This design comes from an exercise in tuning for small area on the open sky130 flow, not from production work.
Where RTL was checked, it was by simulation tests only, not by an equivalence proof against the original.
No activity file was given, so power comes from the tool's default toggle rates.

== run 1 ==
==> flow/design.v (excerpt) <==
module finalproject(clk,rst,keypad_row,keypad_col,dot_row,dot_col,seven_seg);
	input clk,rst;
	output [3:0] keypad_row;
	input [3:0] keypad_col;
	output [7:0] dot_row,dot_col;
	output [6:0] seven_seg;
	assign keypad_row = 4'b0000;
	function [3:0] dig(input [7:0] x);
		reg [7:0] p;
		begin
			p = x[6:3] * x[4:1];
			dig = {p[5], p[4], x[7], p[3]};
		end
	endfunction
	function [7:0] back(input [7:0] x);
		back = {x[0] ^ x[6] ^ x[5] ^ x[4], x[7:1]};
	endfunction
	reg [3:0] c10;		 
	reg [2:0] c5;		 
	reg [6:0] ph;		 
	reg [2:0] q;		 
	reg [7:0] r;
	reg [15:0] f;
	reg fp;			 
	wire scan = (c10 == 4'd4);
	wire upd = scan & (c5 == 3'd3);
	wire step = (c10 == 4'd9) & (c5 == 3'd5) & (ph == 7'd0);
	wire [3:0] d = dig(r);
	wire [3:0] x = dig(back(back(back(back(back(r))))));
	wire [8:0] y = {fp, r[7], r[6], r[5], r[4], r[3], r[2], r[1], r[0]};
	wire ta = (~y[4] & y[8]) |
		(~y[0] & y[2] & y[3] & y[4] & ~y[5] & ~y[6] & ~y[7]) |
		(y[0] & y[1] & y[2] & ~y[3] & ~y[4] & y[6]) |
		(y[1] & ~y[3] & y[4] & ~y[5] & ~y[6] & ~y[7]) |
		(y[1] & y[2] & y[3] & ~y[4] & ~y[5] & ~y[6] & y[7]) |
		(~y[0] & y[1] & y[2] & ~y[3] & y[4] & y[5] & y[6]) |
		(y[0] & ~y[1] & y[2] & ~y[3] & y[6] & y[7]) |
		(~y[0] & y[2] & y[3] & ~y[4] & y[5] & ~y[6] & y[7]) |
		(~y[0] & y[1] & ~y[2] & y[4] & y[5] & y[6] & y[7]) |
		(y[0] & y[1] & ~y[2] & ~y[4] & y[5] & ~y[6] & ~y[7]) |
		(y[0] & y[1] & y[2] & ~y[4] & y[5] & y[6] & ~y[7]) |
		(y[0] & y[1] & ~y[2] & ~y[3] & ~y[4] & ~y[5] & ~y[6]) |
		(~y[0] & ~y[1] & y[2] & y[3] & ~y[4] & y[5] & y[7]) |
		(~y[0] & y[1] & y[2] & y[3] & ~y[4] & y[6] & ~y[7]) |
		(~y[0] & y[1] & ~y[2] & ~y[3] & ~y[4] & ~y[5] & y[6]) |
		(y[0] & ~y[1] & ~y[2] & ~y[3] & y[4] & ~y[5] & ~y[7]) |
		(~y[0] & ~y[1] & ~y[3] & ~y[4] & ~y[5] & ~y[6] & ~y[7]) |
		(~y[0] & y[1] & y[2] & y[3] & y[4] & ~y[6] & ~y[7]) |
		(y[0] & ~y[2] & ~y[3] & y[4] & y[5] & ~y[6] & y[7]) |
		(~y[0] & ~y[1] & ~y[2] & y[3] & ~y[4] & ~y[5] & y[6] & ~y[7]) |
  ...
Settings: LEC_CHECK=0, CAP_MARGIN=20, CORE_MARGIN=2, CORE_UTILIZATION=40, PLACE_DENSITY=0.6, SLEW_MARGIN=20; clock period 10.0 ns.
standard.sh (not shown) runs the stock make flow with config.mk's settings and CLKGATE_MAP_FILE= SYNTH_SCRIPT=/design/flow/synth_recipe.tcl, a recipe that flattens the netlist after the stock synthesis.
==> flow/flow/run.sh <==
#!/bin/bash
set -euo pipefail
bash standard.sh "BUFFER_PORTS_ARGS=-buffer_cell sky130_fd_sc_hd__buf_1" finish > standard_flow.log 2>&1
In summary, run 1 completed successfully, with a layout that passed the timing, design-rule and antenna checks.
#### Input delta (run 2 over run 1)
- putting CTS_CLUSTER_SIZE at 50 where nothing was set
- putting CTS_CLUSTER_DIAMETER at 200 where nothing was set
- putting CTS_BUF_LIST at sky130_fd_sc_hd__clkbuf_16 where nothing was set
### Flow results
For setup TNS after final layout, run 1 and run 2 come out practically identical.
Between run 1 and run 2, the flow reports area of all placed cells without fillers increasing slightly.
The total power number comes out higher for run 2 vs run 1.
Relative to run 2, the following input files were edited for run 3:
- swapping 50 for 25 in CTS_CLUSTER_SIZE
- swapping sky130_fd_sc_hd__clkbuf_16 for sky130_fd_sc_hd__clkbuf_8 in CTS_BUF_LIST
==> comparison <==
- Of run 3 and run 2, the run reporting the higher fraction of power consumed by the clock network was run 2.
- The final worst-path cycle share was comparable across run 3 and run 2.
- ~same routed wire length in run 3 and run 2
- Run 3 has power share of the combinational group above what run 2 had.
- Looking only at total power, and setting everything else aside, the higher value of run 3 and run 2 goes to run 2.
- Post-layout instance area went down slightly going from run 2 to run 3.
- Compared with run 2, in run 3 peak clock frequency supported by timing saw little to no change; worst hold margin saw an increase; proportion of cell area occupied by multi-input gates saw an increase.
Here is what was changed in the inputs of run 4 compared with run 3.
- CTS_BUF_LIST no longer set, was sky130_fd_sc_hd__clkbuf_8
- CTS_CLUSTER_SIZE no longer set, was 25
- CTS_CLUSTER_DIAMETER no longer set, was 200
==> flow/run.sh (new file) <==
#!/bin/bash
# synth_recipe.tcl (not shown) runs the flow's synth.tcl, then flattens the netlist and writes it again
# the make line also repeats each setting of config.mk as NAME=value (left out here)
make -C /OpenROAD-flow-scripts/flow DESIGN_CONFIG=/design/flow/config.mk WORK_HOME=/design/flow/orfs CLKGATE_MAP_FILE= SYNTH_SCRIPT=/design/flow/synth_recipe.tcl finish
removed: flow/flow/run.sh
removed: flow/standard.sh
Results
Per the final summary, run 4 finished and its layout is clean on timing, DRC and antenna. Reported for run 3 and run 4, floorplan die area turned out identical to the last digit. Per the comparison of run 4 with run 3, proportion of power drawn by the clock network went up by 5.1 points, multi-input gate share of total cell area lost 2.7 points, power now sits higher, sum of met2 wire segment lengths after detailed routing barely changed, portion of the clock cycle consumed by the worst path in the final layout climbed 6.0 points. A worst setup path endpoint of seven_seg[5] is what run 3 shows, while seven_seg[3] belongs to run 4. Going from run 3 to run 4, the global-route track usage on met1 was found to have gone up by 1.2 points. Run 4 against run 3: global routing met2 resource utilization went up 1.1 points; vias per cell shows a reduction of 0.63%; wire length of the first global-routing pass went up. Against run 3, routed via count in run 4 came out better.
Function was not checked in any run of this note: the RTL went through the layout flow alone.

========
finalproject, a different RTL version from the one above (not shown whole).
Size in the first run: ~420 cells after synthesis, ~3700 um2 of cells after synthesis.
## finalproject
module finalproject(clk,rst,keypad_row,keypad_col,dot_row,dot_col,seven_seg);
	input clk,rst;
	output [3:0] keypad_row;
	input [3:0] keypad_col;
	output [7:0] dot_row,dot_col;
	output [6:0] seven_seg;
	assign keypad_row = 4'b0000;
	reg [3:0] c10;		 
	reg [2:0] c5;		 
	reg [6:0] ph;		 
	reg [2:0] q;		 
	reg [7:0] r;		 
	reg [15:0] f;		 
	reg fp;			 
	wire [3:0] n_c10;
	wire [2:0] n_c5;
	wire [6:0] n_ph;
	wire [2:0] n_q;
	wire [7:0] n_r;
	wire [15:0] n_f;
	wire n_fp;
	fp_next nx(.c10(c10), .c5(c5), .ph(ph), .q(q), .r(r), .f(f), .fp(fp),
		.n_c10(n_c10), .n_c5(n_c5), .n_ph(n_ph), .n_q(n_q), .n_r(n_r), .n_f(n_f), .n_fp(n_fp),
		.dot_row(dot_row), .dot_col(dot_col), .seven_seg(seven_seg));
	always @(posedge clk or negedge rst) begin
		if (~rst) begin
			c10 <= 4'd0;
			c5 <= 3'd0;
			ph <= 7'd50;
			q <= 3'd7;
			r <= 8'd1;
			f <= 16'd0;
			fp <= 1'b1;
		end else begin
			c10 <= n_c10;
			c5 <= n_c5;
			ph <= n_ph;
			q <= n_q;
			r <= n_r;
			f <= n_f;
			fp <= n_fp;
		end
	end
endmodule
Settings: LEC_CHECK=0, CAP_MARGIN=20, CORE_MARGIN=2, CORE_UTILIZATION=40, PLACE_DENSITY=0.6, SLEW_MARGIN=20; clock period 10.0 ns.
==> flow/flow/run.sh <==
#!/bin/bash
set -euo pipefail
bash standard.sh "BUFFER_PORTS_ARGS=-buffer_cell sky130_fd_sc_hd__buf_1" finish > standard_flow.log 2>&1
The starting point completed with no timing, DRC or antenna violations.
Next try:
==> flow/flow/run.sh (replaced) <==
#!/bin/bash
set -euo pipefail
bash standard.sh "BUFFER_PORTS_ARGS=-buffer_cell sky130_fd_sc_hd__buf_1" "CTS_ARGS=-sink_clustering_enable -repair_clock_nets -dont_use_dummy_load" finish > standard_flow.log 2>&1
What happened:
- worst setup slack gains 66 ps
- combinational power came out lower by about 1%
- synthesized area is unchanged
- design area is lower by about 1.8%
- wire length fell by 0.44%
- clock skew climbs by 9.1 ps
- via count decreases by 0.70%
- count of clock-buffer cells in the layout stays the same
- non-clock buffer count stays the same
- first-iteration DRC count climbs by about 6%

========
Setup of job 3330:
finalproject, a different RTL version from the one above (not shown whole).
Size in the first run: about 380 cells after synthesis, roughly 2700 sq um of cells after synthesis.
==> flow/design.v (excerpt) <==
module finalproject(clk,rst,keypad_row,keypad_col,dot_row,dot_col,seven_seg);
export LEC_CHECK = 0
export CAP_MARGIN = 20
export CORE_MARGIN = 2
export CORE_UTILIZATION = 40
export PLACE_DENSITY = 0.6
export SLEW_MARGIN = 20
create_clock -name core_clock -period 10.0 [get_ports {clk}]
==> flow/flow/run.sh <==
#!/bin/bash
# The standard layout (standard.sh), with these changes:
#  - synthesis maps the logic with an area-oriented ABC script (flow/abc_map.script) in place
#    of ORFS's speed script, and skips ORFS's half/full-adder extraction (extract_fa), so ABC
#    maps those gates too; everything else in synthesis is the standard flow's own script (synth_recipe.tcl),
#    registers included,
#  - port buffers are the smallest buffer cell (sky130_fd_sc_hd__buf_1),
#  - CTS inserts no dummy loads.
# The whole make output goes to standard_flow.log; ORFS keeps each step's log under orfs/logs.
set -euo pipefail
W=$PWD
cat > $W/flow_synth.tcl <<EOT
proc abc {args} {
  set i [lsearch -exact \$args -script]
  if {\$i >= 0} { set args [lreplace \$args [expr {\$i+1}] [expr {\$i+1}] $W/flow/abc_map.script] }
  yosys abc {*}\$args
}
proc extract_fa {args} {}
source $W/synth_recipe.tcl
EOT
bash standard.sh "SYNTH_SCRIPT=$W/flow_synth.tcl" \
  "BUFFER_PORTS_ARGS=-buffer_cell sky130_fd_sc_hd__buf_1" \
  "CTS_ARGS=-sink_clustering_enable -repair_clock_nets -dont_use_dummy_load" \
  finish > standard_flow.log 2>&1
==> flow/flow/abc_map.script <==
strash
&get -n
&dch -f
&nf -R 1000
&put
topo
Per the final summary, job 3330 finished and its layout is clean on timing, DRC and antenna.
--- input diff job 3330..job 932 ---
Settings: GPL_TIMING_DRIVEN newly set to 0; SLEW_MARGIN changed from 20 to 0; CAP_MARGIN changed from 20 to 0; GPL_ROUTABILITY_DRIVEN newly set to 0.
Job 932 reached the end of the flow, and the finished layout is clean on the timing, design-rule and antenna checks. Start point of the critical path = r[3]: job 932; start point of the critical path = r[1]: job 3330. Relative to job 3330, job 932 degrades first-pass GRT wire length. On minimum clock period after layout: job 932 sits above job 3330. | final area | higher: job 932 |. Job 932 vs job 3330: via total after detailed routing down in job 932. Compared with job 3330, in job 932 fmax saw a decrease; maximum number of pins on one net before global-route repair rose 3; power picked up an extra about 1.5%; average detailed-routed wire length per instance lost 0.23 microns.
What job 5994 does differently from job 932 at the input level:
Settings: GPL_ROUTABILITY_DRIVEN: 0 -> unset; GPL_TIMING_DRIVEN: 0 -> unset.
### Flow results
Job 5994 against job 932: setup slack increased 25 ps, wire length of the first global-routing pass decreased by about 2.8% relative to the old numbers, proportion of cell area occupied by multi-input gates picked up an extra 0.36 points, design area fell by about 1%.
Changes observed in job 5994 relative to job 932: relative contribution of combinational cells to total power now smaller, transition time of the tightest slew-check pin now smaller, number of filler instances in the final layout now smaller, power fell by about 1.5%.

========
Setup of job 1086:
finalproject, a different RTL version from the one above (not shown whole).
For scale: about 340 cells after synthesis, about 42 flip-flops, roughly 33 I/O pins, ~2900 µm² of cells after synthesis.
Settings: LEC_CHECK=0, CAP_MARGIN=20, CORE_MARGIN=2, CORE_UTILIZATION=40, PLACE_DENSITY=0.6, SLEW_MARGIN=20; clock period 10.0 ns.
==> flow/flow/run.sh <==
#!/bin/bash
# The standard layout (standard.sh), with three changes:
#  - synthesis maps the logic with an area-oriented ABC script (flow/abc_map.script) in place of
#    ORFS's speed script; everything else in synthesis is the standard flow's own script (synth_recipe.tcl),
#  - port buffers are the smallest buffer cell,
#  - CTS inserts no dummy loads.
set -euo pipefail
W=$PWD
cat > $W/flow_synth.tcl <<EOT
proc abc {args} {
  set i [lsearch -exact \$args -script]
  if {\$i >= 0} { set args [lreplace \$args [expr {\$i+1}] [expr {\$i+1}] $W/flow/abc_map.script] }
  yosys abc {*}\$args
}
source $W/synth_recipe.tcl
EOT
bash standard.sh "SYNTH_SCRIPT=$W/flow_synth.tcl" \
  "BUFFER_PORTS_ARGS=-buffer_cell sky130_fd_sc_hd__buf_1" \
  "CTS_ARGS=-buf_list sky130_fd_sc_hd__clkbuf_16 -root_buf sky130_fd_sc_hd__clkbuf_16 -repair_clock_nets -dont_use_dummy_load" \
  finish > standard_flow.log 2>&1
Scripts as last shown in full above: flow/flow/abc_map.script
Looking at the reports, job 1086 completed the entire flow and the layout it produced met the timing, design-rule and antenna checks.
Changes in job 9376 relative to job 1086:
--- a/flow/flow/run.sh
+++ b/flow/flow/run.sh
@@ -19 +19 @@
-  "CTS_ARGS=-buf_list sky130_fd_sc_hd__clkbuf_16 -root_buf sky130_fd_sc_hd__clkbuf_16 -repair_clock_nets -dont_use_dummy_load" \
+  "CTS_ARGS=-sink_clustering_enable -repair_clock_nets -dont_use_dummy_load" \
[summary]
Est. power | job 9376 vs job 1086 | job 9376 lower
Taking job 1086 as the reference, in job 9376 setup TNS now sits at about the same level; minimum clock period after layout now sits higher; part of the total power dissipated in combinational logic now sits higher; buffers plus inverters on the worst setup path now sits at about the same level.
Function was not checked in any run of this note: the RTL went through the layout flow alone.

========
== run B ==
Starting RTL as in the previous note.
// finalproject
module finalproject(clk,rst,keypad_row,keypad_col,dot_row,dot_col,seven_seg);
==> flow/config.mk <==
export PLATFORM = sky130hd
export DESIGN_NAME = finalproject
export DESIGN_NICKNAME = finalproject
export VERILOG_FILES = /design/flow/design.v
export SDC_FILE = /design/flow/constraint.sdc
export NUM_CORES = 4
export LEC_CHECK = 0
export CAP_MARGIN = 20
export CORE_MARGIN = 2
export CORE_UTILIZATION = 40
export PLACE_DENSITY = 0.6
export SLEW_MARGIN = 20
==> flow/constraint.sdc <==
create_clock -name core_clock -period 10.0 [get_ports {clk}]
set_input_delay 2.0000 -clock core_clock [delete_from_list [all_inputs] [get_ports {clk}]]
set_output_delay 2.0000 -clock core_clock [all_outputs]
set_load 0.01 [all_outputs]
==> flow/flow/run.sh <==
#!/bin/bash
# The standard layout (standard.sh), with three changes:
#  - synthesis maps the logic with an area-oriented ABC script (flow/abc_map.script) in place of
#    ORFS's speed script; everything else in synthesis is the standard flow's own script (synth_recipe.tcl),
#  - port buffers are the smallest buffer cell,
#  - CTS inserts no dummy loads.
set -euo pipefail
W=$PWD
cat > $W/flow_synth.tcl <<EOT
proc abc {args} {
  set i [lsearch -exact \$args -script]
  if {\$i >= 0} { set args [lreplace \$args [expr {\$i+1}] [expr {\$i+1}] $W/flow/abc_map.script] }
  yosys abc {*}\$args
}
source $W/synth_recipe.tcl
EOT
bash standard.sh "SYNTH_SCRIPT=$W/flow_synth.tcl" \
  "BUFFER_PORTS_ARGS=-buffer_cell sky130_fd_sc_hd__buf_1" \
  "CTS_ARGS=-sink_clustering_enable -sink_clustering_size 50 -sink_clustering_max_diameter 400 -sink_clustering_levels 1 -buf_list sky130_fd_sc_hd__clkbuf_16 -root_buf sky130_fd_sc_hd__clkbuf_16 -repair_clock_nets -dont_use_dummy_load" \
  finish > standard_flow.log 2>&1
Scripts as last shown in full above: flow/flow/abc_map.script
#### Input delta (run D over run B)
diff --git a/flow/flow/run.sh b/flow/flow/run.sh
--- a/flow/flow/run.sh
+++ b/flow/flow/run.sh
@@ -18,3 +18,3 @@
   "BUFFER_PORTS_ARGS=-buffer_cell sky130_fd_sc_hd__buf_1" \
-  "CTS_ARGS=-sink_clustering_enable -sink_clustering_size 50 -sink_clustering_max_diameter 400 -sink_clustering_levels 1 -buf_list sky130_fd_sc_hd__clkbuf_16 -root_buf sky130_fd_sc_hd__clkbuf_16 -repair_clock_nets -dont_use_dummy_load" \
+  "CTS_ARGS=-sink_clustering_enable -repair_clock_nets -dont_use_dummy_load" \
   finish > standard_flow.log 2>&1
==> flow/flow/abc_map.script <==
strash
dch -f
amap
topo
### Flow results
- Having completed the whole flow, run D delivered a layout that passed the timing, design-rule and antenna checks.
- Relative to run B, shortest clock period the worst path allows after layout has gone up in run D.
- Cmp run D vs run B: area taken by multi-input logic gates lower in run D
- Cell area after technology mapping (run D vs. run B) increases slightly
No run of this note included a check of the RTL's function; only the layout flow was run.

[separate check: timing with driven ports]
In the flow no input, the clock included, has a driving cell. The finished layouts below were timed again as built, in two steps.
Step 1 assumes that a clkbuf_16 drives the clock port and a buf_2 every other input.
Step 2 moves the port delays by t, midway between the first and last clock arrival at a register: inputs arrive t later, outputs are due t later. That takes back most of the time a late clock gives input paths.
a / b / c = ideal / step 1 / step 2; a / b = the first two.
run | t, ns | slack for setup (ns) | worst hold slack (ns) | worst setup path after step 2 | worst register clock-pin slew, ns
run 1 | 0.326 | 4.051 / 4.022 / 4.347 | 0.522 / 0.522 / 0.522 | register to output | 0.10 / 0.10
run 2 | 0.314 | 4.061 / 4.027 / 4.341 | 0.519 / 0.519 / 0.519 | register to output | 0.06 / 0.06
run 3 | 0.326 | 4.051 / 4.022 / 4.347 | 0.522 / 0.522 / 0.522 | register to output | 0.10 / 0.10
run 4 | 0.327 | 3.455 / 3.423 / 3.750 | 0.523 / 0.523 / 0.523 | register to output | 0.09 / 0.09
the first run of note 2 | 0.326 | 3.947 / 3.916 / 4.242 | 0.509 / 0.509 / 0.509 | register to output | 0.09 / 0.09
the second run of note 2 | 0.320 | 4.013 / 3.982 / 4.301 | 0.504 / 0.504 / 0.504 | register to output | 0.08 / 0.08
job 3330 | 0.304 | 4.334 / 4.305 / 4.609 | 0.450 / 0.450 / 0.450 | register to output | 0.08 / 0.08
job 932 | 0.304 | 4.309 / 4.283 / 4.587 | 0.457 / 0.457 / 0.457 | register to output | 0.08 / 0.08
job 5994 | 0.304 | 4.334 / 4.305 / 4.609 | 0.450 / 0.450 / 0.450 | register to output | 0.08 / 0.08
job 1086 | 0.310 | 3.813 / 3.782 / 4.092 | 0.497 / 0.497 / 0.497 | register to output | 0.07 / 0.07
job 9376 | 0.321 | 3.807 / 3.779 / 4.100 | 0.498 / 0.498 / 0.498 | register to output | 0.09 / 0.09
run B | 0.310 | 3.813 / 3.782 / 4.092 | 0.497 / 0.497 / 0.497 | register to output | 0.07 / 0.07
run D | 0.319 | 3.295 / 3.265 / 3.584 | 0.506 / 0.506 / 0.506 | register to output | 0.08 / 0.08
After both steps setup and hold are still met in every run listed.
